This is an optimization exercise on Yosys and OpenROAD, whose aim is small area, not a production implementation.
In this exercise RTL edits were held to simulation tests only and were not proved equivalent to the original.
The clock cells of runs 3 to 5 come from the design's own scripts or RTL, not from TritonCTS.
The clock port is modelled as an ideal driver, which makes a skipped or thinned clock tree look cheaper than it is; a real chip needs a root buffer or a tree.
Power and IR drop assume default switching activity.

==> flow/design.v <==
`timescale 1ns / 1ps
module metro_istasyonu #(
    parameter [31:0] HALF_PERIOD = 32'd1000,
    parameter SCAN_BIT = 6
)(
    input clk,
    input rst,
    input switch_yon,
    input [5:0] switch_first,
    output dp,
    output [6:0] sseg,
    output [3:0] an,
    output [5:0] leds
    );
    assign dp = 1'b1;
    reg [5:0] sc;
    reg [1:0] dig;
    wire sc_z = ~|sc[4:0];
    wire sc_fb = sc[5] ^ sc[4] ^ sc_z;
    wire dig_step = sc[5] & sc_z;           
    reg [10:0] dv;
    localparam [10:0] DV_RST  = 11'b11111101010;    
    localparam [10:0] DV_TICK = 11'b01011000100;    
    localparam [10:0] DV_LOOP = 11'b11110101000;    
    wire tick = (dv == DV_TICK);
    wire [10:0] dv_nx = {dv[9:0], dv[10] ^ dv[8]};
    reg [4:0] sec;       
    reg [5:0] s;         
    reg [5:0] st;        
    reg yon;
    reg [1:0] ra;        
    reg [1:0] rb;        
    reg [6:0] sseg_r;
    reg [3:0] an_r;
    wire run = |s;
    wire onehot = (st == 6'b000001) | (st == 6'b000010) | (st == 6'b000100) |
                  (st == 6'b001000) | (st == 6'b010000) | (st == 6'b100000);
    wire valid = run & onehot;
    wire [2:0] idx;
    assign idx[0] = valid & (st[0] | st[2] | st[5]);
    assign idx[1] = valid & (st[0] | st[1] | st[4] | st[5]);
    assign idx[2] = valid & (st[0] | st[1] | st[3]);
    wire [1:0] pa = ra + dig;
    reg [1:0] pb;
    always @* begin
        case ({rb, dig})
            4'b00_00, 4'b00_11, 4'b01_10, 4'b10_01: pb = 2'd0;
            4'b00_01, 4'b01_00, 4'b01_11, 4'b10_10: pb = 2'd1;
            default: pb = 2'd2;
        endcase
    end
    wire [6:0] rom;
    assign rom[0] = (~idx[0] & ~idx[1] & ~idx[2]) | (~pa[0] & pb[0] & ~idx[1]) | (pa[0] & ~pb[0] & idx[1] & idx[2]) | (~pa[1] & pb[1] & idx[0] & idx[2]) | (pa[0] & pa[1] & idx[1] & ~idx[2]) | (pa[0] & ~pa[1] & idx[0] & idx[1]) | (~pa[0] & pa[1] & ~pb[1] & idx[0] & idx[1]) | (pa[1] & pb[1] & idx[0] & ~idx[2]) | (pa[0] & pb[1] & idx[2]) | (~pa[0] & ~pb[1] & ~idx[0] & ~idx[1]) | (pa[0] & pa[1] & pb[0] & ~idx[2]) | (~pa[0] & pb[1] & idx[0] & ~idx[1]) | (pa[0] & ~pa[1] & ~pb[0] & ~pb[1] & idx[0]);
    assign rom[1] = (~idx[0] & ~idx[1] & ~idx[2]) | (~pa[0] & ~pa[1] & pb[0] & ~idx[1]) | (pa[0] & ~idx[0] & ~idx[2]) | (pa[0] & pa[1] & idx[1] & ~idx[2]) | (pa[0] & pb[1] & ~idx[0]) | (pa[0] & ~pb[0] & ~pb[1] & idx[0] & idx[2]) | (~pa[0] & pa[1] & pb[0] & idx[0] & idx[2]) | (~pa[0] & ~pa[1] & pb[1] & idx[0] & idx[2]) | (pa[0] & pa[1] & ~pb[0] & idx[0]) | (pb[1] & ~idx[0] & ~idx[1]) | (~pa[0] & pb[0] & ~idx[0] & ~idx[1]);
    assign rom[2] = (~idx[0] & ~idx[1] & ~idx[2]) | (pa[0] & pb[1] & ~idx[1]) | (~pa[0] & ~pa[1] & ~idx[0] & ~idx[2]) | (pa[0] & pa[1] & idx[1] & ~idx[2]) | (pa[0] & pb[1] & ~idx[0] & idx[2]) | (pa[0] & ~pb[0] & ~pb[1] & idx[0] & idx[2]) | (~pa[0] & pa[1] & pb[0] & idx[0] & idx[2]) | (~pa[0] & ~pa[1] & pb[1] & idx[0] & idx[2]) | (~pa[0] & ~pa[1] & ~pb[1] & ~idx[1] & ~idx[2]) | (pa[0] & pa[1] & pb[1]);
    assign rom[3] = (~idx[0] & ~idx[1] & ~idx[2]) | (pa[1] & idx[0] & idx[1]) | (pa[0] & idx[0] & idx[1]) | (pa[0] & pb[0] & idx[2]) | (pb[1] & idx[2]) | (~pb[0] & idx[0] & idx[2]) | (pa[0] & ~pb[0] & ~pb[1] & ~idx[1]) | (pa[0] & pa[1] & idx[1] & ~idx[2]) | (~pa[1] & pb[0] & idx[0] & ~idx[1]) | (pa[0] & pa[1] & pb[1]) | (pa[1] & ~pb[0] & ~pb[1] & idx[0]);
    assign rom[4] = (~idx[0] & ~idx[1] & ~idx[2]) | (pa[0] & pa[1] & ~idx[2]) | (~pa[0] & ~pa[1] & idx[0] & idx[1] & ~idx[2]) | (pa[0] & ~pb[0] & idx[1] & idx[2]) | (~pa[0] & pb[0] & ~idx[0] & idx[1] & idx[2]) | (pb[1] & ~idx[0] & ~idx[1]) | (~pa[1] & pb[0] & idx[0] & ~idx[1]) | (~pa[1] & pb[1] & idx[0] & idx[2]) | (~pa[0] & pa[1] & pb[0] & idx[0] & idx[2]);
    assign rom[5] = (~idx[0] & ~idx[1] & ~idx[2]) | (pa[0] & pb[1] & ~idx[1]) | (pa[1] & ~idx[0] & ~idx[2]) | (pa[0] & pa[1] & ~idx[2]) | (pa[0] & ~pb[0] & idx[1] & idx[2]) | (~pa[0] & ~pb[0] & ~idx[0] & ~idx[1]) | (~pa[0] & pb[0] & idx[1] & idx[2]) | (~pa[0] & ~pa[1] & ~pb[1] & idx[0] & ~idx[2]) | (~pa[0] & ~pa[1] & pb[1] & idx[0] & idx[1]) | (~pb[0] & ~pb[1] & ~idx[0] & idx[1] & idx[2]);
    assign rom[6] = (~idx[0] & ~idx[2]) | (~pa[0] & ~pa[1] & idx[1] & ~idx[2]) | (pa[0] & pa[1] & ~idx[2]) | (~pa[0] & pb[0] & ~idx[1]) | (~pa[0] & ~pb[0] & ~idx[0] & idx[1]) | (pa[0] & ~pb[0] & idx[0] & idx[2]) | (~pa[0] & pb[0] & idx[0] & idx[2]) | (pb[1] & ~idx[0]) | (~pa[1] & pb[1] & idx[2]);
    wire load = (switch_first != s);
    wire [5:0] dk = load ? switch_first : (run ? st : 6'd0);
    wire nz = |dk;
    wire wrap = nz & (sec == 5'd23);
    wire roll = (sec != 5'd0) & (sec != 5'd23);
    wire yon_l = load ? switch_yon : yon;
    wire yon_n = (dk == 6'b100000) ? 1'b1 : (dk == 6'b000001) ? 1'b0 : yon_l;
    wire [1:0] ra_l = load ? 2'd0 : ra;
    wire [1:0] rb_l = load ? 2'd0 : rb;
    wire disp = ~(sec[4] & sec[2]);           
    always @(posedge clk) begin
        if (rst) begin
            sc <= 6'd0;
            dig <= 2'd0;
            dv <= DV_RST;
            sec <= 5'd0;
            s <= 6'd0;
            sseg_r <= 7'b1111111;
            an_r <= 4'b0000;
        end else begin
            sseg_r <= disp ? rom : 7'b1111111;
            an_r <= disp ? ~(4'b0001 << dig) : 4'b1111;
            sc <= {sc[4:0], sc_fb};
            if (dig_step) dig <= dig + 1'b1;
            dv <= tick ? DV_LOOP : dv_nx;
            if (tick) begin
                s <= switch_first;
                if (nz) sec <= wrap ? 5'd0 : sec + 1'b1;
            end
        end
        if (tick) begin
            if (load && switch_first != 6'd0) st <= switch_first;
            yon <= yon_l;
            ra <= ra_l;
            rb <= rb_l;
            if (roll) begin
                ra <= ra_l + 1'b1;
                rb <= (rb_l == 2'd2) ? 2'd0 : rb_l + 1'b1;
            end
            if (wrap) begin
                ra <= 2'd0;
                rb <= 2'd0;
                yon <= yon_n;
                st <= yon_n ? {1'b0, dk[5:1]} : {dk[4:0], 1'b0};
            end
        end
    end
    assign sseg = sseg_r;
    assign an = an_r;
    assign leds = (sec != 5'd0 && sec <= 5'd20) ? st : 6'd0;
endmodule
==> flow/flow/run.sh <==
#!/bin/bash
# Own layout flow: the standard flow, with two changes.
#  1. Synthesis runs the standard synthesis script unchanged, but with ABC's
#     area script replaced by a deeper area-oriented one (&deepsyn), so only
#     the combinational mapping differs; registers keep their names and cells.
#  2. Ports are buffered with sky130_fd_sc_hd__buf_1 instead of the default
#     delay-buffer cell.
# Each step's full output goes to a log file of its own in this folder.
set -euo pipefail
here=$(pwd)
rm -rf "$here/scripts_mod"
cp -r "$FLOW_HOME/scripts" "$here/scripts_mod"
cp "$here/flow/abc_deep.script" "$here/scripts_mod/abc_area.script"

SCRIPTS_DIR="$here/scripts_mod" ABC_AREA=1 bash standard.sh synth > "$here/log_synth.txt" 2>&1
BUFFER_PORTS_ARGS="-buffer_cell sky130_fd_sc_hd__buf_1" bash standard.sh > "$here/log_layout.txt" 2>&1
ls -l out/final.def
==> flow/flow/abc_deep.script <==
&get -n
&st
&deepsyn -T 60
&nf -R 1000
&put
==> flow/standard.sh <==
#!/bin/bash
# synth_recipe.tcl (not shown) runs the flow's synth.tcl, then flattens the netlist and writes it again
# the make line also repeats each setting of config.mk as NAME=value (left out here)
make -C /OpenROAD-flow-scripts/flow DESIGN_CONFIG=/design/flow/config.mk WORK_HOME=/design/flow/orfs CLKGATE_MAP_FILE= SYNTH_SCRIPT=/design/flow/synth_recipe.tcl "${@:-finish}"
==> flow/config.mk <==
export PLATFORM = sky130hd
export DESIGN_NAME = metro_istasyonu
export DESIGN_NICKNAME = metro_istasyonu
export VERILOG_FILES = /design/flow/design.v
export SDC_FILE = /design/flow/constraint.sdc
export NUM_CORES = 4
export LEC_CHECK = 0
export ABC_AREA = 1
export CAP_MARGIN = 20
export CORE_MARGIN = 2
export CORE_UTILIZATION = 40
export SLEW_MARGIN = 20
==> flow/constraint.sdc <==
create_clock -name core_clock -period 10.0 [get_ports {clk}]
set_input_delay 2.0000 -clock core_clock [delete_from_list [all_inputs] [get_ports {clk}]]
set_output_delay 2.0000 -clock core_clock [all_outputs]
set_load 0.01 [all_outputs]
==> results of run 1 <==
## worst max path at each step
stage | cells after the start | from | end | slack [ps]
after global placement | 14 | switch_first[2] | yon | 4800
after CTS | 14 | switch_first[2] | yon | 4980
after global routing | 14 | switch_first[2] | yon | 4590
after floorplan | 13 | switch_first[2] | st[4] | 5350
after detailed placement | 14 | switch_first[2] | yon | 4690
final | 14 | switch_first[2] | yon | 4900
## cell usage after synthesis (all sizes together) (6+ instances only)
library cell | number | area share
edfxtp | 11 | 0.13
nor2 | 31 | 0.046
nand2 | 28 | 0.042
xnor2 | 6 | 0.021
nor3 | 13 | 0.026
a211oi | 6 | 0.018
mux2i | 6 | 0.024
and2 | 8 | 0.020
nor2b | 11 | 0.027
dfxtp | 41 | 0.32
ha | 7 | 0.035
a21oi | 13 | 0.026
o21ai | 13 | 0.026
clkinv | 13 | 0.019
or2 | 9 | 0.022
a22o | 6 | 0.021
## layer usage
metal | wire length [um] | global-route usage | vias to the layer above
met4 | 48 | 0.0396 | 0
met5 | 0 | 0 | -
met2 | 2450 | 0.254 | 43
met1 | 2740 | 0.214 | 1001
met3 | 239 | 0.0396 | 6
li1 | - | - | 1090
## per-stage QoR
step                cells   util  worst slack [ps]  cell area, um^2  total power, uW
global route          391  0.470              4590             2830              394
CTS                   391  0.470              4980             2830              384
global placement      383  0.452              4800             2720              241
detailed placement    383  0.452              4690             2720              241
floorplan             282      -              5350             2530              234
finish                391  0.470              4900             2830              380
## flip-flops by register name (all words and copies together), names as in the netlist
| signal | cells |
|---|---|
| dv | 11 |
| sseg_r | 7 |
| s | 6 |
| sc | 6 |
| st | 6 |
| sec | 5 |
| an_r | 4 |
| dig | 2 |
| ra | 2 |
| rb | 2 |
| yon | 1 |
## kinds of logic after synthesis
group                    Yosys count  synth area share
multiplexers                       6            0.0238
buffers and inverters             14            0.0223
flip-flops                        52             0.455
adder cells (fa/ha/maj)            7            0.0346
AO/OA/AOI/OAI                     66             0.179
XOR/XNOR                           8            0.0277
AND/OR/NAND/NOR                  128             0.256
other                              1           0.00148
## worst reg2reg max path, stage by stage (launching register included)
cell and delay (ps):
dfxtp_1 350, or4_1 510, nor3_1 350, or2_0 470, mux2i_1 360, and4_1 290, nand2_1 100, and2_0 270
nand2_1 180, nor2_1 90, a21oi_1 240, o21ai_0 140
## power groups by stage
stage               Clock (uW)  Combinational (uW)  Sequential (uW)
floorplan                    0                10.3              224
global placement             0                16.8              224
detailed placement           0                17.1              224
CTS                        147                17.2              219
global route               155                19.3              220
finish                     144                17.1              219
## final cells by class
class / instances / area, um^2 / area share
multi-input combinational: 216 / 1320 / 0.467
sequential: 52 / 1150 / 0.407
timing repair buffer: 27 / 109 / 0.0384
tap: 75 / 93.8 / 0.0331
clock buffer: 6 / 72.6 / 0.0256
inverter: 13 / 48.8 / 0.0172
clock inverter: 2 / 35.0 / 0.0124
==> flow_summary.toml, run 1 <==
[outcome]
outcome = "finished clean"

[logic_synthesis]
syn-num-nets = 298
synth_cells = 282
avgSynthCellArea_um2 = 8.97
yosysWarnings = 1
synth-seq-cells = 52
synth_cell_types = 47
synthFlopType = "dfxtp_1"
synth-edff-count = 11
synth_area_um2 = 2530
async_reset_ff_frac = 0
synth_seq_area_share = 0.455

[setup_path]
worst-path-buf-inv = 2
r2r_slack_ps = 6410
worstPathMaxFanout = 8
max_stage_delay_ps = 450
r2r-end = "yon"
critical_path_class = "in -> reg"
cp-end-kind = "flop"
crit_slowest_cell = "or2_0"
crit_arrival_ps = 5150
crit_chain = "buf_1 > clkinv_1 > a222oi_1 > and4_1 > o21ai_0 > or2_0 > mux2i_1 > and4_1 > nand2_1 > and2_0 > nand2_1 > nor2_1 > a21oi_1 > o21ai_0"
r2r-start = "s[2]"
setup.worst_path.start_class = "input port"
cp_top_family = "simple AND/OR/NAND/NOR gates"
cp_data_required_time_ps = 10050
reg2regPathDepth = 11

[power]
p_seq_frac = 0.577
p_switching_uw = 81.3
p_leak_uw = 0.00105
comb_power_share = 0.045
ir_worst_vdd_mv = 0.0786
internal_power_uw = 299
swShare = 0.214
pwr-share-clk = 0.378
power_density_nw_per_um2 = 134

[cts]
cts_made_buffers = 5
cts_resized = 0
cts_hold_buf = 0
clock_path_buffers = 2
post_cts_buffers = 0
cts_tree = "built"
cts.sinks = 52
htree_levels = 2
insertion_delay_ps = 310
root_buffer = "clkbuf_8"
path_clk_slew_ps = 90

[floorplanning]
initial_core_util = 0.420
die_area_um2 = 6970
std_cell_rows = 28
die_h_um = 83.5
die_x_um = 83.5
ios = 27
core_area_um2 = 6030

[global_route]
antenna_found_initial = 0
gr-total-overflow = 0
grt_pass1_wl_mm = 9.09
grt_util_all_layers = 0.158
grt_max_degree = 32
grt_pass1_vias = 1914

[min_path]
holdPathEnd = "dv[3]"
hold_path_depth = 1
min-delay-start = "dv[2]"
hold_class = "reg -> reg"

[layout]
diodes = 0
fin_nets = 331
drive_above_1_share = 0.0285
layout_common_cells = "41 x dfxtp_1, 31 x nor2_1, 28 x nand2_1"
area_growth_pct = 12.0
final_common_cell = "dfxtp_1"
fillers = 627

[timing]
holdWs_ps = 448
slew_headroom = 0.431
skew_ps = 4.60
hold_violations = 0
tns_ps = 0
slew_violations = 0
finalSetupViolCount = 0
layout_min_cycle_time_ps = 5100
fmax_mhz = 196
worst_pin_slew_ps = 847
final.period_utilization = 0.510
rsz0062_at_grt = "no"

[drt]
wirelength_mm = 5.48
drtIter0Drc = 161
viasPerCell = 5.47
vias = 2140
drt_first_pass_iters = 4
drc_errors = 0
ant_nets = 0
wl_per_cell_um = 14.0

[placed_design]
gp_congestion = 0.842
hpwlAfterDp_mm = 3.84
portBuffers = 25

[job]
drv_cap = 0
==> run 2: changes to the inputs <==
==> flow/run.sh (new file) <==
#!/bin/bash
# synth_recipe.tcl (not shown) runs the flow's synth.tcl, then flattens the netlist and writes it again
# the make line also repeats each setting of config.mk as NAME=value (left out here)
make -C /OpenROAD-flow-scripts/flow DESIGN_CONFIG=/design/flow/config.mk WORK_HOME=/design/flow/orfs CLKGATE_MAP_FILE= SYNTH_SCRIPT=/design/flow/synth_recipe.tcl finish
--- a/flow/config.mk
+++ b/flow/config.mk
@@ -6,5 +6,4 @@
 export NUM_CORES = 4
 export LEC_CHECK = 0
-export ABC_AREA = 1
 export CAP_MARGIN = 20
 export CORE_MARGIN = 2
removed: flow/flow/run.sh
removed: flow/flow/abc_deep.script
removed: flow/standard.sh
==> run 2 against run 1 <==
  * Still clean
  * Final cell count increased by 31%
  * Total power shrank 2.2%
  * Core utilization is 1.8 points lower
  * Sequential power barely moved
  * Sequential share of layout area fell by 9.4 points
  * Worst hold slack lost 8.1 ps
  * Clock power is 11% lower
  * Global-route usage rose by 3.0 points
  * First-iteration DRC count increased by 19%
==> flow_summary.toml, run 2 <==
[timing]
rsz0062_at_grt = "no"
tns_ps = 0
layout_min_cycle_time_ps = 4390
finalSetupViolCount = 0
slew_violations = 0
worst_pin_slew_ps = 855
hold_violations = 0
final.period_utilization = 0.439
slew_headroom = 0.424
fmax_mhz = 228
skew_ps = 10.9

[layout]
layout_common_cells = "41 x dfxtp_1, 39 x nand2_1, 34 x a21oi_1"
post-route-util = 0.452
diodes = 0
final_common_cell = "dfxtp_1"
final_cells = 514
regMostFlops = "dv"
fin_nets = 424
drive_above_1_share = 0.0685
multi_input_area_um2 = 1990
largest_reg_flops = 11
area_growth_pct = 11.1
fillers = 798
finalInstanceArea_um2 = 3680
final-seq-area_um2 = 1150
top_regs = "dv (11), sseg_r (7)"

[cts]
post_cts_buffers = 0
cts.sinks = 52
insertion_delay_ps = 320
cts_made_buffers = 5
root_buffer = "clkbuf_8"
cts_resized = 0
htree_levels = 2
path_clk_slew_ps = 100
cts_tree = "built"
cts_hold_buf = 0
clock_path_buffers = 2

[floorplanning]
std_cell_rows = 33
initial_core_util = 0.407
core_area_um2 = 8130
die_h_um = 95.0
ios = 27
die_x_um = 95.0
die_area_um2 = 9020

[setup_path]
crit_slowest_cell = "clkdlybuf4s50_1"
critPathMostFrequentCell = "inv_1"
cp-end-kind = "output pin"
max_stage_delay_ps = 550
cp_data_required_time_ps = 8000
crit_arrival_ps = 2390
crit_chain = "inv_1 > ha_1 > inv_1 > nor4_1 > a21oi_1 > and2_1 > clkdlybuf4s50_1"
critical_path_class = "reg -> out"
worstPathMaxFanout = 6
setup.worst_path.start_class = "flop"

[drt]
drc_errors = 0
ant_nets = 0
wirelength_mm = 8.00
vias = 3013
wl_per_cell_um = 15.6
drtIter0Drc = 192
drt_first_pass_iters = 4
viasPerCell = 5.86

[power]
p_leak_uw = 0.00123
power_density_nw_per_um2 = 101
p_seq_frac = 0.590
comb_power_share = 0.067
ir_worst_vdd_mv = 0.0623
pwr-share-clk = 0.343
p_switching_uw = 91.4
internal_power_uw = 280
swShare = 0.246

[global_route]
antenna_found_initial = 0
gr-total-overflow = 0
grt_util_all_layers = 0.188
grt_pass1_wl_mm = 13.5
grt_pass1_vias = 2753
grt_max_degree = 36

[logic_synthesis]
synth_area_um2 = 3310
syn-num-nets = 414
synth_top_area_cell = "dfxtp_1"
synth_cells = 398
yosysMostFrequentCell = "dfxtp_1"
synth-seq-cells = 52
async_reset_ff_frac = 0
avgSynthCellArea_um2 = 8.32
yosysWarnings = 1
synthFlopType = "dfxtp_1"
synth_top_cells_by_area = "dfxtp_1 25%, edfxtp_1 10%, a21oi_1 5.1%"
synth_top_area_share = 0.248
synth_commonest_cells = "41 x dfxtp_1, 39 x nand2_1, 34 x a21oi_1"
synth_seq_area_share = 0.348
synth-edff-count = 11
synth_cell_types = 70

[placed_design]
dp.cells = 506
portBuffers = 25
hpwlAfterDp_mm = 5.82
gp_congestion = 0.918
dpl_cell_area_um2 = 3580

[outcome]
outcome = "finished clean"

[min_path]
hold_class = "reg -> reg"

[job]
drv_cap = 0
run 2: cell count changes after synthesis, moves of 9 or more:
| cell | previous run | this run |
|---|---|---|
| or2_0 | 9 | 0 |
| clkbuf_1 | 0 | 13 |
| nand3_1 | 4 | 15 |
| inv_1 | 0 | 11 |
| clkinv_1 | 13 | 2 |
| nand2_1 | 28 | 39 |
| and2_1 | 0 | 9 |
| a21oi_1 | 13 | 34 |
run 2: metal layers:
metal | track usage | vias up | wire length [um]
met1 | 0.268 | 1416 | 3780
met3 | 0.0391 | 10 | 389
met4 | 0.0483 | 0 | 103
met2 | 0.291 | 93 | 3720
met5 | 0 | - | 0
li1 | - | 1494 | -
run 2: kinds of logic after synthesis:
group / synth area share
multiplexers: 0.0246
adder cells (fa/ha/maj): 0.0265
AO/OA/AOI/OAI: 0.228
flip-flops: 0.348
other: 0.00113
XOR/XNOR: 0.0518
buffers and inverters: 0.0518
AND/OR/NAND/NOR: 0.269
run 2: critical path: cells and delay by family, from the launching register on:
kind,cells,cell delay [ps]
fa+ha+maj,1,210
simple gates,2,250
compound gates,1,500
flops,1,430
buf+inv,3,700
run 2: metrics by stage:
stage          hold WS (ps)  total power, uW  worst slack, ps
4_1_cts                 446              378             5570
3_5_place_dp            419              249             5360
2_1_floorplan           407              240             6100
5_1_grt                 465              390             5460
6_report                440              372             5610
3_3_place_gp            418              249             5450
run 2: cell type report:
class,instances,share of cell area
clock buffer,5,0.0187
clock inverter,3,0.00680
inverter,13,0.0133
multi-input combinational,309,0.540
sequential,52,0.313
tap,105,0.0357
timing repair buffer,27,0.0721
run 2: power groups by stage:
stage	clock network, uW	registers (uW)	logic [uW]
after global routing	143	220	27.6
after floorplan	0	224	15.9
after CTS	134	219	24.9
final	128	219	25.0
after detailed placement	0	224	24.8
after global placement	0	224	24.4
run 2: final timing paths:
path,slack (ps),startpoint,cells past startpoint,end
worst min-delay path,440,dv[6],1,dv[7]
worst max-delay path,5610,sec[0],7,leds[3]
worst min register to register,440,dv[6],1,dv[7]
worst max register to register,7330,s[0],6,sseg_r[2]
==> run 3: changes to the inputs <==
--- a/flow/design.v
+++ b/flow/design.v
@@ -14,4 +14,7 @@
     );
     assign dp = 1'b1;
+    reg rst_d;                   
+    reg [5:0] sw_d;              
+    reg yon_d;
     reg [5:0] sc;
     reg [1:0] dig;
@@ -20,7 +23,7 @@
     wire dig_step = sc[5] & sc_z;           
     reg [10:0] dv;
-    localparam [10:0] DV_RST  = 11'b11111101010;    
-    localparam [10:0] DV_TICK = 11'b01011000100;    
-    localparam [10:0] DV_LOOP = 11'b11110101000;    
+    localparam [10:0] DV_RST  = 11'b10110010011;
+    localparam [10:0] DV_TICK = 11'b00011001101;    
+    localparam [10:0] DV_LOOP = 11'b10010011011;    
     wire tick = (dv == DV_TICK);
     wire [10:0] dv_nx = {dv[9:0], dv[10] ^ dv[8]};
@@ -31,6 +34,4 @@
     reg [1:0] ra;        
     reg [1:0] rb;        
-    reg [6:0] sseg_r;
-    reg [3:0] an_r;
     wire run = |s;
     wire onehot = (st == 6'b000001) | (st == 6'b000010) | (st == 6'b000100) |
@@ -58,36 +59,44 @@
     assign rom[5] = (~idx[0] & ~idx[1] & ~idx[2]) | (pa[0] & pb[1] & ~idx[1]) | (pa[1] & ~idx[0] & ~idx[2]) | (pa[0] & pa[1] & ~idx[2]) | (pa[0] & ~pb[0] & idx[1] & idx[2]) | (~pa[0] & ~pb[0] & ~idx[0] & ~idx[1]) | (~pa[0] & pb[0] & idx[1] & idx[2]) | (~pa[0] & ~pa[1] & ~pb[1] & idx[0] & ~idx[2]) | (~pa[0] & ~pa[1] & pb[1] & idx[0] & idx[1]) | (~pb[0] & ~pb[1] & ~idx[0] & idx[1] & idx[2]);
     assign rom[6] = (~idx[0] & ~idx[2]) | (~pa[0] & ~pa[1] & idx[1] & ~idx[2]) | (pa[0] & pa[1] & ~idx[2]) | (~pa[0] & pb[0] & ~idx[1]) | (~pa[0] & ~pb[0] & ~idx[0] & idx[1]) | (pa[0] & ~pb[0] & idx[0] & idx[2]) | (~pa[0] & pb[0] & idx[0] & idx[2]) | (pb[1] & ~idx[0]) | (~pa[1] & pb[1] & idx[2]);
-    wire load = (switch_first != s);
-    wire [5:0] dk = load ? switch_first : (run ? st : 6'd0);
+    wire load = (sw_d != s);
+    wire newst = load & (|sw_d);
+    wire [5:0] dk = load ? sw_d : (run ? st : 6'd0);
     wire nz = |dk;
     wire wrap = nz & (sec == 5'd23);
     wire roll = (sec != 5'd0) & (sec != 5'd23);
-    wire yon_l = load ? switch_yon : yon;
+    wire yon_l = load ? yon_d : yon;
     wire yon_n = (dk == 6'b100000) ? 1'b1 : (dk == 6'b000001) ? 1'b0 : yon_l;
     wire [1:0] ra_l = load ? 2'd0 : ra;
     wire [1:0] rb_l = load ? 2'd0 : rb;
-    wire disp = ~(sec[4] & sec[2]);           
+    reg [4:0] sec_n;
+    reg [5:0] st_n;
+    always @* begin
+        sec_n = sec;
+        st_n = st;
+        if (tick) begin
+            if (newst) st_n = sw_d;
+            if (nz) sec_n = wrap ? 5'd0 : sec + 1'b1;
+            if (wrap) st_n = yon_n ? {1'b0, dk[5:1]} : {dk[4:0], 1'b0};
+        end
+    end
     always @(posedge clk) begin
+        rst_d <= rst;
+        sw_d <= switch_first;
+        yon_d <= switch_yon;
         if (rst) begin
-            sc <= 6'd0;
-            dig <= 2'd0;
+            sc <= 6'b100000;
+            dig <= 2'd3;
             dv <= DV_RST;
             sec <= 5'd0;
             s <= 6'd0;
-            sseg_r <= 7'b1111111;
-            an_r <= 4'b0000;
         end else begin
-            sseg_r <= disp ? rom : 7'b1111111;
-            an_r <= disp ? ~(4'b0001 << dig) : 4'b1111;
             sc <= {sc[4:0], sc_fb};
             if (dig_step) dig <= dig + 1'b1;
             dv <= tick ? DV_LOOP : dv_nx;
-            if (tick) begin
-                s <= switch_first;
-                if (nz) sec <= wrap ? 5'd0 : sec + 1'b1;
-            end
+            sec <= sec_n;
+            if (tick) s <= sw_d;
         end
+        st <= st_n;
         if (tick) begin
-            if (load && switch_first != 6'd0) st <= switch_first;
             yon <= yon_l;
             ra <= ra_l;
@@ -101,10 +110,10 @@
                 rb <= 2'd0;
                 yon <= yon_n;
-                st <= yon_n ? {1'b0, dk[5:1]} : {dk[4:0], 1'b0};
             end
         end
     end
-    assign sseg = sseg_r;
-    assign an = an_r;
-    assign leds = (sec != 5'd0 && sec <= 5'd20) ? st : 6'd0;
+    wire disp = ~rst_d & ~(sec[4] & sec[2]);           
+    assign sseg = disp ? rom : 7'b1111111;
+    assign an = rst_d ? 4'b0000 : ~sec[4] | ~sec[2] ? ~(4'b0001 << dig) : 4'b1111;
+    assign leds = (sec_n != 5'd0 && sec_n <= 5'd20) ? st_n : 6'd0;
 endmodule
==> flow/flow/run.sh (new file) <==
#!/bin/bash
# Own layout flow: the standard flow (standard.sh, ORFS), run with a copy
# of ORFS's scripts in which three things differ:
#  1. Synthesis runs the standard synthesis script unchanged, but ABC's area
#     script is replaced by a deeper area-oriented one (&deepsyn), so only
#     the combinational mapping differs; registers keep their names and cells.
#  2. Ports are buffered with sky130_fd_sc_hd__buf_1 instead of the default
#     delay-buffer cell.
#  3. The clock tree is three clkbuf_8 buffers driven from the clock port, each
#     driving the registers of one placement cluster (manual_cts.tcl), in
#     place of TritonCTS's five-buffer H-tree with dummy loads.
# Each step's full output goes to a log file of its own in this folder.
set -euo pipefail
here=$(pwd)
rm -rf "$here/scripts_mod"
cp -r "$FLOW_HOME/scripts" "$here/scripts_mod"
cp "$here/flow/abc_deep.script" "$here/scripts_mod/abc_area.script"
cp "$here/flow/manual_cts.tcl" "$here/scripts_mod/manual_cts.tcl"
sed -i 's|^log_cmd clock_tree_synthesis {\*}$cts_args$|source $::env(SCRIPTS_DIR)/manual_cts.tcl\nmanual_cts 3 sky130_fd_sc_hd__clkbuf_8|' "$here/scripts_mod/cts.tcl"
grep -q "manual_cts 3" "$here/scripts_mod/cts.tcl"
export SCRIPTS_DIR="$here/scripts_mod"
export BUFFER_PORTS_ARGS="-buffer_cell sky130_fd_sc_hd__buf_1"
bash standard.sh synth > "$here/log_synth.txt" 2>&1
bash standard.sh > "$here/log_layout.txt" 2>&1
ls -l out/final.def
==> flow/flow/abc_deep.script (new file) <==
&get -n
&st
&deepsyn -T 60
&nf -R 1000
&put
==> flow/flow/manual_cts.tcl (new file) <==
# Clock tree of a few buffers driven straight from the clock port: the
# registers are split into groups by position (k-means), and each group is
# driven by one clock buffer placed at its centre.
proc manual_cts { nbuf cell } {
  set block [ord::get_db_block]
  set clknet [[$block findBTerm clk] getNet]
  set master [[ord::get_db] findMaster $cell]
  set sinks {}
  foreach it [$clknet getITerms] {
    set inst [$it getInst]
    set bb [$inst getBBox]
    lappend sinks [list $it [expr ([$bb xMin]+[$bb xMax])/2.0] [expr ([$bb yMin]+[$bb yMax])/2.0]]
  }
  set sinks [lsort -real -index 1 $sinks]
  set n [llength $sinks]
  # initial centres: spread along x
  set cx {}; set cy {}
  for {set k 0} {$k < $nbuf} {incr k} {
    set s [lindex $sinks [expr int(($k + 0.5) * $n / $nbuf)]]
    lappend cx [lindex $s 1]; lappend cy [lindex $s 2]
  }
  for {set iter 0} {$iter < 30} {incr iter} {
    set assign {}
    foreach s $sinks {
      set best 0; set bd 1e30
      for {set k 0} {$k < $nbuf} {incr k} {
        set d [expr abs([lindex $s 1]-[lindex $cx $k]) + abs([lindex $s 2]-[lindex $cy $k])]
        if {$d < $bd} { set bd $d; set best $k }
      }
      lappend assign $best
    }
    set ncx {}; set ncy {}
    for {set k 0} {$k < $nbuf} {incr k} {
      set sx 0; set sy 0; set c 0
      foreach s $sinks a $assign { if {$a == $k} { set sx [expr $sx+[lindex $s 1]]; set sy [expr $sy+[lindex $s 2]]; incr c } }
      if {$c > 0} { lappend ncx [expr $sx/$c]; lappend ncy [expr $sy/$c] } else { lappend ncx [lindex $cx $k]; lappend ncy [lindex $cy $k] }
    }
    set cx $ncx; set cy $ncy
  }
  for {set k 0} {$k < $nbuf} {incr k} {
    set inst [odb::dbInst_create $block $master "clkbuf_m_$k"]
    set net [odb::dbNet_create $block "clknet_m_$k"]
    $net setSigType CLOCK
    [$inst findITerm A] connect $clknet
    [$inst findITerm X] connect $net
    $inst setLocation [expr int([lindex $cx $k])] [expr int([lindex $cy $k])]
    $inst setPlacementStatus PLACED
    foreach s $sinks a $assign { if {$a == $k} { set it [lindex $s 0]; $it disconnect; $it connect $net } }
  }
  set_propagated_clock [all_clocks]
}
==> flow/standard.sh (new file) <==
#!/bin/bash
# synth_recipe.tcl (not shown) runs the flow's synth.tcl, then flattens the netlist and writes it again
# the make line also repeats each setting of config.mk as NAME=value (left out here)
make -C /OpenROAD-flow-scripts/flow DESIGN_CONFIG=/design/flow/config.mk WORK_HOME=/design/flow/orfs CLKGATE_MAP_FILE= SYNTH_SCRIPT=/design/flow/synth_recipe.tcl "${@:-finish}"
--- a/flow/config.mk
+++ b/flow/config.mk
@@ -6,6 +6,7 @@
 export NUM_CORES = 4
 export LEC_CHECK = 0
+export ABC_AREA = 1
 export CAP_MARGIN = 20
 export CORE_MARGIN = 2
-export CORE_UTILIZATION = 40
+export CORE_UTILIZATION = 70
 export SLEW_MARGIN = 20
removed: flow/run.sh
==> run 3 against run 2 <==
  * Largest power group unchanged
  * Synthesized area down 24%
  * Wire length down 32%
  * Still clean
  * Largest cell class unchanged
  * Critical endpoint is now leds[2]
  * Global-route usage up 8.7 points
  * Register-to-register slack worse by 1300 ps
  * Final cell count down 30%
  * Setup slack worse by 2000 ps
  * First-iteration DRC count up 5.2%
==> flow_summary.toml, run 3 <==
[outcome]
outcome = "finished clean"

[logic_synthesis]
avgSynthCellArea_um2 = 8.75
synth_seq_area_share = 0.409
async_reset_ff_frac = 0
synth_top_cells_by_area = "dfxtp_1 35%, edfxtp_1 6.0%, nor2_1 4.8%"
synth_cell_types = 50
yosysMostFrequentCell = "dfxtp_1"
synth_top_area_share = 0.350
synth_commonest_cells = "44 x dfxtp_1, 32 x nor2_1, 24 x nand2_1"
synthFlopType = "dfxtp_1"
synth-seq-cells = 49
yosysWarnings = 1
synth-edff-count = 5
synth_top_area_cell = "dfxtp_1"
synth_cells = 288
syn-num-nets = 304
synth_area_um2 = 2520

[timing]
fmax_mhz = 156
slew_violations = 0
tns_ps = 0
slew_headroom = 0.355
finalSetupViolCount = 0
layout_min_cycle_time_ps = 6400
rsz0062_at_grt = "no"
worst_pin_slew_ps = 967
worst_slack_ps = 3600
final.period_utilization = 0.640
hold_violations = 0
skew_ps = 6.34

[layout]
largest_reg_flops = 11
area_growth_pct = 7.35
fillers = 260
multi_input_area_um2 = 1430
regMostFlops = "dv"
finalInstanceArea_um2 = 2710
final_cells = 361
drive_above_1_share = 0.00952
final_common_cell = "dfxtp_1"
final-seq-area_um2 = 1030
diodes = 0
fin_nets = 333
layout_common_cells = "44 x dfxtp_1, 32 x nor2_1, 25 x buf_1"

[setup_path]
crit_arrival_ps = 4400
cp_top_family = "simple AND/OR/NAND/NOR gates"
critical_path_class = "reg -> out"
r2r_slack_ps = 6020
setup.worst_path.start_class = "flop"
cp_data_required_time_ps = 8000
cp-end-kind = "output pin"
crit_slowest_cell = "mux2i_1"
worst-path-buf-inv = 3
crit_chain = "clkinv_1 > a221oi_1 > o2111ai_1 > a21oi_1 > nand2_1 > mux2i_1 > nand4_1 > nor2b_1 > nand2_1 > nand2_1 > clkinv_1 > nand4_1 > mux2i_1 > nand4_1 > mux2i_1 > nor2b_1 > buf_1"
worstPathMaxFanout = 7
max_stage_delay_ps = 480

[placed_design]
dpl_cell_area_um2 = 2660
dp.cells = 358
portBuffers = 25
hpwlAfterDp_mm = 4.04
place_ws_ps = 3940
gp_congestion = 0.922

[power]
comb_power_share = 0.128
pwr-share-clk = 0.226
p_switching_uw = 77.8
p_seq_frac = 0.646
internal_power_uw = 248
ir_worst_vdd_mv = 0.139
power_density_nw_per_um2 = 121
swShare = 0.238
p_leak_uw = 0.00104

[floorplanning]
initial_core_util = 0.743
die_h_um = 64
core_area_um2 = 3390
die_x_um = 64
die_area_um2 = 4100
std_cell_rows = 21
ios = 27

[drt]
drc_errors = 0
ant_nets = 0
viasPerCell = 6.29
vias = 2272
drt_first_pass_iters = 4
wirelength_mm = 5.44
wl_per_cell_um = 15.1
drtIter0Drc = 202

[global_route]
gr-total-overflow = 0
grt_pass1_vias = 2196
grt_util_all_layers = 0.275
grt_pass1_wl_mm = 9.41
antenna_found_initial = 0
grt_max_degree = 27

[job]
drv_cap = 0

[cts]
path_clk_slew_ps = 90
cts_hold_buf = 0
insertion_delay_ps = 160
cts_resized = 0
post_cts_buffers = 0

[min_path]
hold_class = "reg -> reg"
run 3: cell count changes after synthesis, moves of 7 or more:
cell,previous run,this run
a21oi_1,34,20
and2_1,9,0
clkbuf_1,13,0
clkinv_1,2,14
inv_1,11,0
nand2_1,39,24
nand3_1,15,3
nor2b_1,11,18
o31ai_1,7,0
or2_2,7,0
xnor2_1,14,4
run 3: final cells by class:
class / instances / area share
sequential: 49 / 0.381
inverter: 14 / 0.0194
timing repair buffer: 25 / 0.0347
tap: 46 / 0.0213
multi-input combinational: 224 / 0.528
buffer: 3 / 0.0153
run 3: power groups by stage:
stage | Sequential, uW | Clock (uW) | Combinational [uW]
after floorplan | 213 | 0 | 31.0
after global placement | 215 | 0 | 39.2
after detailed placement | 215 | 0 | 40.8
after CTS | 211 | 75.5 | 41.1
after global routing | 212 | 80.9 | 46.6
final | 211 | 73.9 | 41.6
run 3: worst paths after layout:
kind,startpoint,to,depth (start not counted)
setup / recovery,sw_d[5],leds[2],17
hold / removal,dv[3],dv[4],1
setup reg to reg,sw_d[5],st[4],14
hold reg to reg,dv[3],dv[4],1
run 3: metal layers:
metal  track usage  wire [um]  up-vias
met5             0          0        -
met4        0.0707         85        0
met3        0.0194        257       10
met2         0.503       2670       84
met1         0.349       2430     1048
li1              -          -     1130
run 3: kinds of logic (layout without fill, tap and decap cells):
logic type	after synthesis	count (layout)	synth area share
and+or+nand+nor	113	113	0.230
xor gates and xnor gates	10	10	0.0348
AOI/OAI and AO/OA	84	84	0.230
muxes	9	9	0.0358
DFF	49	49	0.409
adders and majority gates	7	7	0.0348
buffers and inverters	15	42	0.0238
other	1	1	0.00149
run 3: metrics by stage:
stage               utilization  hold WS (ps)  total power, uW
floorplan                     -           409              244
global placement          0.786           420              254
detailed placement        0.786           433              256
CTS                       0.798           455              327
global route              0.798           476              339
finish                    0.798           449              326
run 3: worst register-to-register path, stage by stage (launching register included):
cell	delay [ps]
dfxtp_1	420
clkinv_1	120
a221oi_1	300
o2111ai_1	240
a21oi_1	430
nand2_1	300
mux2i_1	240
nand4_1	160
nor2b_1	80
nand2_1	100
nand2_1	100
a21oi_1	660
clkinv_1	220
nor2_1	300
a221oi_1	160
==> run 4: changes to the inputs <==
==> flow/design.v (replaced) <==
`timescale 1ns / 1ps
module metro_istasyonu #(
    parameter [31:0] HALF_PERIOD = 32'd1000,
    parameter SCAN_BIT = 6
)(
    input clk,
    input rst,
    input switch_yon,
    input [5:0] switch_first,
    output dp,
    output [6:0] sseg,
    output [3:0] an,
    output [5:0] leds
    );
    assign dp = 1'b1;
    reg rst_d;                   
    reg [5:0] sw_d;              
    reg yon_d;
    reg [5:0] sc;
    reg [1:0] dig;
    wire sc_z = ~|sc[4:0];
    wire sc_fb = sc[5] ^ sc[4] ^ sc_z;
    wire dig_step = sc[5] & sc_z;           
    reg [10:0] dv;
    localparam [10:0] DV_RST  = 11'b10110010011;
    localparam [10:0] DV_TICK = 11'b00011001101;    
    localparam [10:0] DV_LOOP = 11'b10010011011;    
    wire tick = (dv == DV_TICK);
    wire [10:0] dv_nx = {dv[9:0], dv[10] ^ dv[8]};
    reg [4:0] sec;       
    reg [5:0] s;         
    reg [5:0] st;        
    reg yon;
    reg [1:0] ra;        
    reg [1:0] rb;        
    wire run = |s;
    wire onehot = (st == 6'b000001) | (st == 6'b000010) | (st == 6'b000100) |
                  (st == 6'b001000) | (st == 6'b010000) | (st == 6'b100000);
    wire valid = run & onehot;
    wire [1:0] pa = ra + dig;
    reg [1:0] pb;
    always @* begin
        case ({rb, dig})
            4'b00_00, 4'b00_11, 4'b01_10, 4'b10_01: pb = 2'd0;
            4'b00_01, 4'b01_00, 4'b01_11, 4'b10_10: pb = 2'd1;
            default: pb = 2'd2;
        endcase
    end
    wire [6:0] rom;
    reg [6:0] r0;
    always @* case ({pb, pa})
        4'b0000: r0 = ~7'b0001000;
        4'b0001: r0 = ~7'b1111111;
        4'b0010: r0 = ~7'b0001001;
        4'b0011: r0 = ~7'b1111111;
        4'b0100: r0 = ~7'b1100000;
        4'b0101: r0 = ~7'b0001001;
        4'b0110: r0 = ~7'b1111111;
        4'b0111: r0 = ~7'b0001000;
        4'b1000: r0 = ~7'b1111111;
        4'b1001: r0 = ~7'b1111001;
        4'b1010: r0 = ~7'b0001000;
        4'b1011: r0 = ~7'b1111111;
        default: r0 = 7'b0000000;
    endcase
    reg [6:0] r1;
    always @* case ({pb, pa})
        4'b0000: r1 = ~7'b1100000;
        4'b0001: r1 = ~7'b0110001;
        4'b0010: r1 = ~7'b1100000;
        4'b0011: r1 = ~7'b0110001;
        4'b0100: r1 = ~7'b0110000;
        4'b0101: r1 = ~7'b0001000;
        4'b0110: r1 = ~7'b0110000;
        4'b0111: r1 = ~7'b0001000;
        4'b1000: r1 = ~7'b1001000;
        4'b1001: r1 = ~7'b1111111;
        4'b1010: r1 = ~7'b1001000;
        4'b1011: r1 = ~7'b1111111;
        default: r1 = 7'b0000000;
    endcase
    reg [6:0] r2;
    always @* case ({pb, pa})
        4'b0000: r2 = ~7'b0100100;
        4'b0001: r2 = ~7'b0001001;
        4'b0010: r2 = ~7'b0001000;
        4'b0011: r2 = ~7'b1111010;
        4'b0100: r2 = ~7'b1111111;
        4'b0101: r2 = ~7'b0011000;
        4'b0110: r2 = ~7'b1000001;
        4'b0111: r2 = ~7'b1110001;
        4'b1000: r2 = ~7'b0000001;
        4'b1001: r2 = ~7'b0100100;
        4'b1010: r2 = ~7'b0000001;
        4'b1011: r2 = ~7'b1111111;
        default: r2 = 7'b0000000;
    endcase
    reg [6:0] r3;
    always @* case ({pb, pa})
        4'b0000: r3 = ~7'b0100001;
        4'b0001: r3 = ~7'b0001000;
        4'b0010: r3 = ~7'b0100001;
        4'b0011: r3 = ~7'b0001000;
        4'b0100: r3 = ~7'b1000011;
        4'b0101: r3 = ~7'b0001000;
        4'b0110: r3 = ~7'b1000011;
        4'b0111: r3 = ~7'b0001000;
        4'b1000: r3 = ~7'b1111010;
        4'b1001: r3 = ~7'b1111111;
        4'b1010: r3 = ~7'b1111010;
        4'b1011: r3 = ~7'b1111111;
        default: r3 = 7'b0000000;
    endcase
    reg [6:0] r4;
    always @* case ({pb, pa})
        4'b0000: r4 = ~7'b1000100;
        4'b0001: r4 = ~7'b1000010;
        4'b0010: r4 = ~7'b1100000;
        4'b0011: r4 = ~7'b1111111;
        4'b0100: r4 = ~7'b1000100;
        4'b0101: r4 = ~7'b1000010;
        4'b0110: r4 = ~7'b1100000;
        4'b0111: r4 = ~7'b1111111;
        4'b1000: r4 = ~7'b1000100;
        4'b1001: r4 = ~7'b1000010;
        4'b1010: r4 = ~7'b1100000;
        4'b1011: r4 = ~7'b1111111;
        default: r4 = 7'b0000000;
    endcase
    reg [6:0] r5;
    always @* case ({pb, pa})
        4'b0000: r5 = ~7'b1110000;
        4'b0001: r5 = ~7'b0001001;
        4'b0010: r5 = ~7'b0001001;
        4'b0011: r5 = ~7'b1111111;
        4'b0100: r5 = ~7'b1110000;
        4'b0101: r5 = ~7'b0001001;
        4'b0110: r5 = ~7'b0001001;
        4'b0111: r5 = ~7'b1111111;
        4'b1000: r5 = ~7'b1110000;
        4'b1001: r5 = ~7'b0001001;
        4'b1010: r5 = ~7'b0001001;
        4'b1011: r5 = ~7'b1111111;
        default: r5 = 7'b0000000;
    endcase
    assign rom = ~(({7{st[0]}} & r0) | ({7{st[1]}} & r1) | ({7{st[2]}} & r2) | ({7{st[3]}} & r3) | ({7{st[4]}} & r4) | ({7{st[5]}} & r5)) | {7{~valid}};
    wire load = (sw_d != s);
    wire newst = load & (|sw_d);
    wire [5:0] dk = load ? sw_d : (run ? st : 6'd0);
    wire nz = |dk;
    wire wrap = nz & (sec == 5'd23);
    wire roll = (sec != 5'd0) & (sec != 5'd23);
    wire yon_l = load ? yon_d : yon;
    wire yon_n = (dk == 6'b100000) ? 1'b1 : (dk == 6'b000001) ? 1'b0 : yon_l;
    wire [1:0] ra_l = load ? 2'd0 : ra;
    wire [1:0] rb_l = load ? 2'd0 : rb;
    reg [4:0] sec_n;
    reg [5:0] st_n;
    always @* begin
        sec_n = sec;
        st_n = st;
        if (tick) begin
            if (newst) st_n = sw_d;
            if (nz) sec_n = wrap ? 5'd0 : sec + 1'b1;
            if (wrap) st_n = yon_n ? {1'b0, dk[5:1]} : {dk[4:0], 1'b0};
        end
    end
    always @(posedge clk) begin
        rst_d <= rst;
        sw_d <= switch_first;
        yon_d <= switch_yon;
        if (rst) begin
            sc <= 6'b100000;
            dig <= 2'd3;
            dv <= DV_RST;
            sec <= 5'd0;
            s <= 6'd0;
        end else begin
            sc <= {sc[4:0], sc_fb};
            if (dig_step) dig <= dig + 1'b1;
            dv <= tick ? DV_LOOP : dv_nx;
            sec <= sec_n;
            if (tick) s <= sw_d;
        end
        st <= st_n;
        if (tick) begin
            yon <= yon_l;
            ra <= ra_l;
            rb <= rb_l;
            if (roll) begin
                ra <= ra_l + 1'b1;
                rb <= (rb_l == 2'd2) ? 2'd0 : rb_l + 1'b1;
            end
            if (wrap) begin
                ra <= 2'd0;
                rb <= 2'd0;
                yon <= yon_n;
            end
        end
    end
    wire disp = ~rst_d & ~(sec[4] & sec[2]);           
    assign sseg = disp ? rom : 7'b1111111;
    assign an = rst_d ? 4'b0000 : ~sec[4] | ~sec[2] ? ~(4'b0001 << dig) : 4'b1111;
    assign leds = (sec_n != 5'd0 && sec_n <= 5'd20) ? st_n : 6'd0;
endmodule
==> run 4 against run 3 <==
  * Core utilization down 0.33 points
  * Still clean
  * First-iteration DRC count grew 69%
  * Worst hold slack got worse by 17 ps
  * Largest cell class unchanged
  * Critical endpoint is now leds[1]
  * Final area up 8.4%
  * Clock skew increased by 26 ps
  * Setup slack improved by 240 ps
  * Sequential power about the same
  * Register-to-register slack gained 100 ps
  * Maximum frequency up 3.9%
==> flow_summary.toml, run 4 <==
[outcome]
outcome = "finished clean"

[timing]
finalSetupViolCount = 0
slew_violations = 0
worst_pin_slew_ps = 1040
slew_headroom = 0.306
final.period_utilization = 0.617
hold_violations = 0
tns_ps = 0
skew_ps = 31.9
rsz0062_at_grt = "no"
fmax_mhz = 162
layout_min_cycle_time_ps = 6170

[setup_path]
critical_path_class = "reg -> out"
crit_arrival_ps = 4170
worstPathMaxFanout = 9
r2r_slack_ps = 6120
r2r-end = "st[1]"
reg2regPathDepth = 13
cp-end-kind = "output pin"
r2r-start = "sw_d[0]"
cp_data_required_time_ps = 8000
setup.worst_path.start_class = "flop"

[min_path]
hold_path_depth = 1
hold_class = "reg -> reg"
holdPathEnd = "dv[5]"
min-delay-start = "dv[4]"

[floorplanning]
die_h_um = 66.3
die_area_um2 = 4400
core_area_um2 = 3690
std_cell_rows = 22
ios = 27
initial_core_util = 0.737
die_x_um = 66.3

[layout]
drive_above_1_share = 0.0174
final-seq-area_um2 = 1030
largest_reg_flops = 11
finalInstanceArea_um2 = 2930
diodes = 0
fin_nets = 375
fillers = 266
final_cells = 392
area_growth_pct = 7.77
multi_input_area_um2 = 1590
final_common_cell = "dfxtp_1"
regMostFlops = "dv"
layout_common_cells = "44 x dfxtp_1, 32 x nand2_1, 25 x clkinv_1, 25 x buf_1, 23 x nor2_1"

[job]
drv_cap = 0

[logic_synthesis]
synth-edff-count = 5
synth_area_um2 = 2720
async_reset_ff_frac = 0
synthFlopType = "dfxtp_1"
synth_top_area_cell = "dfxtp_1"
synth_commonest_cells = "44 x dfxtp_1, 32 x nand2_1, 25 x clkinv_1"
synth_top_area_share = 0.324
synth_cell_types = 51
synth_cells = 314
yosysWarnings = 1
synth_top_cells_by_area = "dfxtp_1 32%, ha_1 9.2%, edfxtp_1 5.5%"
avgSynthCellArea_um2 = 8.66
synth_seq_area_share = 0.379
synth-seq-cells = 49
syn-num-nets = 343
yosysMostFrequentCell = "dfxtp_1"

[drt]
drtIter0Drc = 341
viasPerCell = 6.14
wl_per_cell_um = 15.3
drt_first_pass_iters = 4
ant_nets = 0
wirelength_mm = 6.01
drc_errors = 0
vias = 2406

[power]
power_density_nw_per_um2 = 116
p_total_uw = 339
ir_worst_vdd_mv = 0.132
p_leak_uw = 0.00118

[cts]
insertion_delay_ps = 170
cts_hold_buf = 0
post_cts_buffers = 0
path_clk_slew_ps = 120
cts_resized = 0

[global_route]
grt_max_degree = 27
grt_util_all_layers = 0.281
grt_pass1_wl_mm = 9.93
grt_pass1_vias = 2205
antenna_found_initial = 0
gr-total-overflow = 0

[placed_design]
dpl_cell_area_um2 = 2890
hpwlAfterDp_mm = 4.51
gp_congestion = 0.990
portBuffers = 25
dp.cells = 389
[run 4: worst max path at each step]
| stage | startpoint | cells past startpoint | slack, ps | end |
|---|---|---|---|---|
| global placement | sw_d[1] | 14 | 4240 | leds[1] |
| detailed placement | sw_d[1] | 14 | 4100 | leds[1] |
| CTS | sw_d[0] | 15 | 3910 | leds[1] |
| finish | sw_d[0] | 15 | 3830 | leds[1] |
| global route | sw_d[0] | 17 | 3520 | leds[2] |
| floorplan | sw_d[4] | 14 | 4730 | leds[0] |
[run 4: worst max-delay path, cell delays in order, from the launching register on]
cell and delay, ps:
dfxtp_1 390, clkinv_1 100, a22oi_1 130, nor2b_1 170, o2111ai_1 140, a21oi_1 480, nand2b_1 350, mux2i_1 220
and4_1 250, and3_1 160, nor2_1 270, nand2_1 290, a2111oi_0 630, a221oi_1 140, and2_0 180, buf_1 120
[run 4: logic make-up (layout without fill, tap and decap cells)]
group,after synthesis,count (layout),share of synthesized area
compound gates,79,79,0.204
xor+xnor,6,6,0.0193
fa+ha+maj,20,20,0.0920
buf+inv,26,56,0.0373
flops,49,49,0.379
mux,9,9,0.0336
other cells,1,1,0.00138
simple gates,124,124,0.234
[run 4: layout make-up]
class | count | area share
repair buffers | 28 | 0.0397
well taps | 48 | 0.0205
flip-flops and latches | 49 | 0.352
multi-input cells | 239 | 0.542
inverters | 25 | 0.0320
plain buffers | 3 | 0.0141
[run 4: routing by layer]
| layer | routed length (um) | GRT usage | vias to the layer above |
|---|---|---|---|
| met5 | 0 | 0 | - |
| met4 | 88 | 0.0485 | 0 |
| met3 | 306 | 0.0119 | 10 |
| met2 | 2970 | 0.521 | 78 |
| met1 | 2640 | 0.365 | 1112 |
| li1 | - | - | 1206 |
[run 4: report_power, final]
part,switching (uW),internal (uW)
registers,5.51,205
clock network,45.8,27.8
logic,34.6,20.6
[run 4: through the flow]
step,hold slack (ps),setup slack (ps),utilization
detailed placement,447,4100,0.784
CTS,438,3910,0.795
finish,432,3830,0.795
global route,452,3520,0.795
global placement,420,4240,0.784
floorplan,409,4730,-
==> run 5: changes to the inputs <==
--- a/flow/flow/run.sh
+++ b/flow/flow/run.sh
@@ -5,4 +5,6 @@
 #     script is replaced by a deeper area-oriented one (&deepsyn), so only
 #     the combinational mapping differs; registers keep their names and cells.
+#     Adders are left to ABC too (no ADDER_MAP_FILE), instead of being mapped
+#     to half- and full-adder cells before it.
 #  2. Ports are buffered with sky130_fd_sc_hd__buf_1 instead of the default
 #     delay-buffer cell.
@@ -21,5 +23,5 @@
 export SCRIPTS_DIR="$here/scripts_mod"
 export BUFFER_PORTS_ARGS="-buffer_cell sky130_fd_sc_hd__buf_1"
-bash standard.sh synth > "$here/log_synth.txt" 2>&1
+ADDER_MAP_FILE= bash standard.sh synth > "$here/log_synth.txt" 2>&1
 bash standard.sh > "$here/log_layout.txt" 2>&1
 ls -l out/final.def
==> run 5 against run 4 <==
  * Wire length shrank 15%
  * Flip-flop and latch count is the same
  * Largest cell class unchanged
  * Setup slack gained 320 ps
  * Die area shrank 11%
  * First-iteration DRC count shrank 13%
  * Combinational power shrank 34%
  * Critical path type unchanged
  * Sequential power is essentially flat
  * Critical endpoint is now leds[5]
  * Critical path depth grew 1
==> flow_summary.toml, run 5 <==
[timing]
tns_ps = 0
skew_ps = 11.4
worst_pin_slew_ps = 988
holdWs_ps = 466
fmax_mhz = 171
worst_slack_ps = 4160
rsz0062_at_grt = "no"
slew_violations = 0
hold_violations = 0
layout_min_cycle_time_ps = 5840
finalSetupViolCount = 0
slew_headroom = 0.341
final.period_utilization = 0.584

[drt]
viasPerCell = 6.15
ant_nets = 0
vias = 2165
drt_first_pass_iters = 6
wirelength_mm = 5.10
wl_per_cell_um = 14.5
drtIter0Drc = 295
drc_errors = 0

[global_route]
grt_pass1_vias = 2026
antenna_found_initial = 0
gr-total-overflow = 0
grt_max_degree = 27
grt_pass1_wl_mm = 8.96
grt_util_all_layers = 0.270

[layout]
area_growth_pct = 7.75
largest_reg_flops = 11
fin_nets = 317
final_common_cell = "dfxtp_1"
layout_common_cells = "44 x dfxtp_1, 26 x nand2_1, 25 x buf_1"
fillers = 261
regMostFlops = "dv"
diodes = 0
final_cells = 352
drive_above_1_share = 0.00980
finalInstanceArea_um2 = 2570

[floorplanning]
die_h_um = 62.4
ios = 27
initial_core_util = 0.722
die_x_um = 62.4
std_cell_rows = 21
die_area_um2 = 3900
core_area_um2 = 3310

[setup_path]
r2r_slack_ps = 6470
reg2regPathDepth = 14
r2r-end = "st[5]"
worstPathMaxFanout = 7
critPathMostFrequentCell = "and2_0"
crit_slowest_cell = "dfxtp_1"
critical_path_class = "reg -> out"
r2r-start = "s[2]"
crit_arrival_ps = 3840
max_stage_delay_ps = 340
crit_chain = "clkinv_1 > a222oi_1 > nand4_1 > o21bai_1 > nand2b_1 > a21oi_1 > nand4_1 > nor2b_1 > and2_0 > or2_0 > nand2b_1 > nor2b_1 > and2_0 > a221o_1 > and2_0 > buf_1"
cp_top_family = "simple AND/OR/NAND/NOR gates"
cp_data_required_time_ps = 8000
setup.worst_path.start_class = "flop"
cp-end-kind = "output pin"
worst-path-buf-inv = 2

[logic_synthesis]
avgSynthCellArea_um2 = 8.57
synth_commonest_cells = "44 x dfxtp_1, 26 x nand2_1, 22 x nor2_1"
yosysWarnings = 1
synth_top_area_cell = "dfxtp_1"
synth_seq_area_share = 0.431
synth-seq-cells = 49
synth_top_cells_by_area = "dfxtp_1 37%, edfxtp_1 6.3%, nand2_1 4.1%"
synthFlopType = "dfxtp_1"
synth_cell_types = 46
synth_area_um2 = 2390
async_reset_ff_frac = 0
synth_top_area_share = 0.369
syn-num-nets = 288
yosysMostFrequentCell = "dfxtp_1"
synth-edff-count = 5
synth_cells = 279

[min_path]
holdPathEnd = "dv[10]"
hold_class = "reg -> reg"
hold_path_depth = 1
min-delay-start = "dv[9]"

[power]
power_density_nw_per_um2 = 124
p_switching_uw = 73.7
ir_worst_vdd_mv = 0.102
swShare = 0.230
internal_power_uw = 246
p_seq_frac = 0.660
pwr-share-clk = 0.227
comb_power_share = 0.113
p_leak_uw = 0.000940

[placed_design]
gp_congestion = 0.944
dp.cells = 349
place_ws_ps = 4410
dpl_cell_area_um2 = 2530
portBuffers = 25
hpwlAfterDp_mm = 3.87

[job]
drv_cap = 0

[outcome]
outcome = "finished clean"

[cts]
cts_resized = 0
insertion_delay_ps = 160
path_clk_slew_ps = 90
post_cts_buffers = 0
cts_hold_buf = 0
==> run 5: changes by cell type in the layout (fill, tap and decap cells not counted), moves of 4 or more <==
cell,before,now
nand2_1,32,26
ha_1,20,0
clkinv_1,25,16
xor2_1,0,5
mux2i_1,8,4
o41ai_1,5,1
==> run 5: worst max-delay path by stage <==
stage / start / to / depth (start not counted)
floorplan: s[2] / leds[5] / 15
global placement: sw_d[3] / leds[5] / 16
detailed placement: s[2] / leds[5] / 16
CTS: s[2] / leds[5] / 16
global route: sw_d[0] / leds[5] / 16
finish: s[2] / leds[5] / 16
==> run 5: per-layer routing <==
metal  part of all wire  track usage  routed length [um]
met5                  0            0                   0
met4              0.015       0.0500                  78
met3              0.057       0.0216                 290
met2               0.48        0.460                2430
met1               0.45        0.384                2300
==> run 5: final cells by class <==
class	instances	area, um^2	share of cell area
inverter	16	60.1	0.0233
buffer	3	41.3	0.0160
tap	46	57.6	0.0224
sequential	49	1030	0.400
multi-input combinational	213	1290	0.501
timing repair buffer	25	93.8	0.0364
==> run 5: power by group through the flow <==
| stage | sequential [uW] | combinational, uW | clock [uW] |
|---|---|---|---|
| 2_1_floorplan | 214 | 27.3 | 0 |
| 3_3_place_gp | 215 | 34.6 | 0 |
| 3_5_place_dp | 216 | 35.4 | 0 |
| 4_1_cts | 211 | 35.7 | 72.9 |
| 5_1_grt | 212 | 41.2 | 80.3 |
| 6_report | 211 | 36.2 | 72.8 |
==> run 5: kinds of logic after synthesis <==
| logic type | after synthesis | share of synthesized area |
|---|---|---|
| AND/OR/NAND/NOR | 116 | 0.252 |
| multiplexers | 5 | 0.0215 |
| other | 1 | 0.00157 |
| buffers and inverters | 17 | 0.0283 |
| flip-flops | 49 | 0.431 |
| AO/OA/AOI/OAI | 79 | 0.221 |
| adder cells (fa/ha/maj) | 1 | 0.00419 |
| XOR/XNOR | 11 | 0.0403 |
==> run 5: per-stage QoR <==
stage | util | power, uW
6_report | 0.778 | 320
5_1_grt | 0.778 | 334
4_1_cts | 0.778 | 320
3_5_place_dp | 0.765 | 251
3_3_place_gp | 0.765 | 250
2_1_floorplan | - | 241
==> run 5: worst reg2reg max path, stage by stage, from the launching register on <==
cell and delay [ps]:
dfxtp_1 340, clkinv_1 110, a222oi_1 340, nand4_1 150, o21bai_1 220, nand2b_1 300
a21oi_1 320, nand4_1 160, nor2b_1 150, and2_0 160, or2_0 150, nand2b_1 190
nor2b_1 250, and2_0 250, a221o_1 330

[static timing again, ports no longer ideal]
In the flow no input, the clock included, has a driving cell. The finished layouts below were timed again as built, in two steps.
Step 1, drivers: a clkbuf_16 drives clk and a buf_2 each remaining input, both assumed.
Step 2 times the ports against the registers' clock, not the clock port: input delays grow and output delays shrink by t, the midpoint of the rising clock arrivals with the driver on.
a / b / c = ideal ports / drivers / drivers and shift; a / b = the first two.
run | t (ns) | setup WS [ns] | worst register clock-pin slew, ns | cell pins on the clock port's net
run 1 | 0.332 | 4.902 / 4.908 / 4.576 | 0.09 / 0.09 | 1
run 2 | 0.341 | 5.613 / 5.582 / 5.330 | 0.11 / 0.11 | 1
run 3 | 0.198 | 3.596 / 3.551 / 3.749 | 0.10 / 0.10 | 3
run 4 | 0.202 | 3.834 / 3.787 / 3.989 | 0.12 / 0.12 | 3
run 5 | 0.196 | 4.158 / 4.112 / 4.308 | 0.10 / 0.10 | 3
After both steps every run listed still meets setup and hold. For run 1, which loses most, drivers alone change the setup slack by +0.006 ns; drivers and shift together by -0.326 ns.
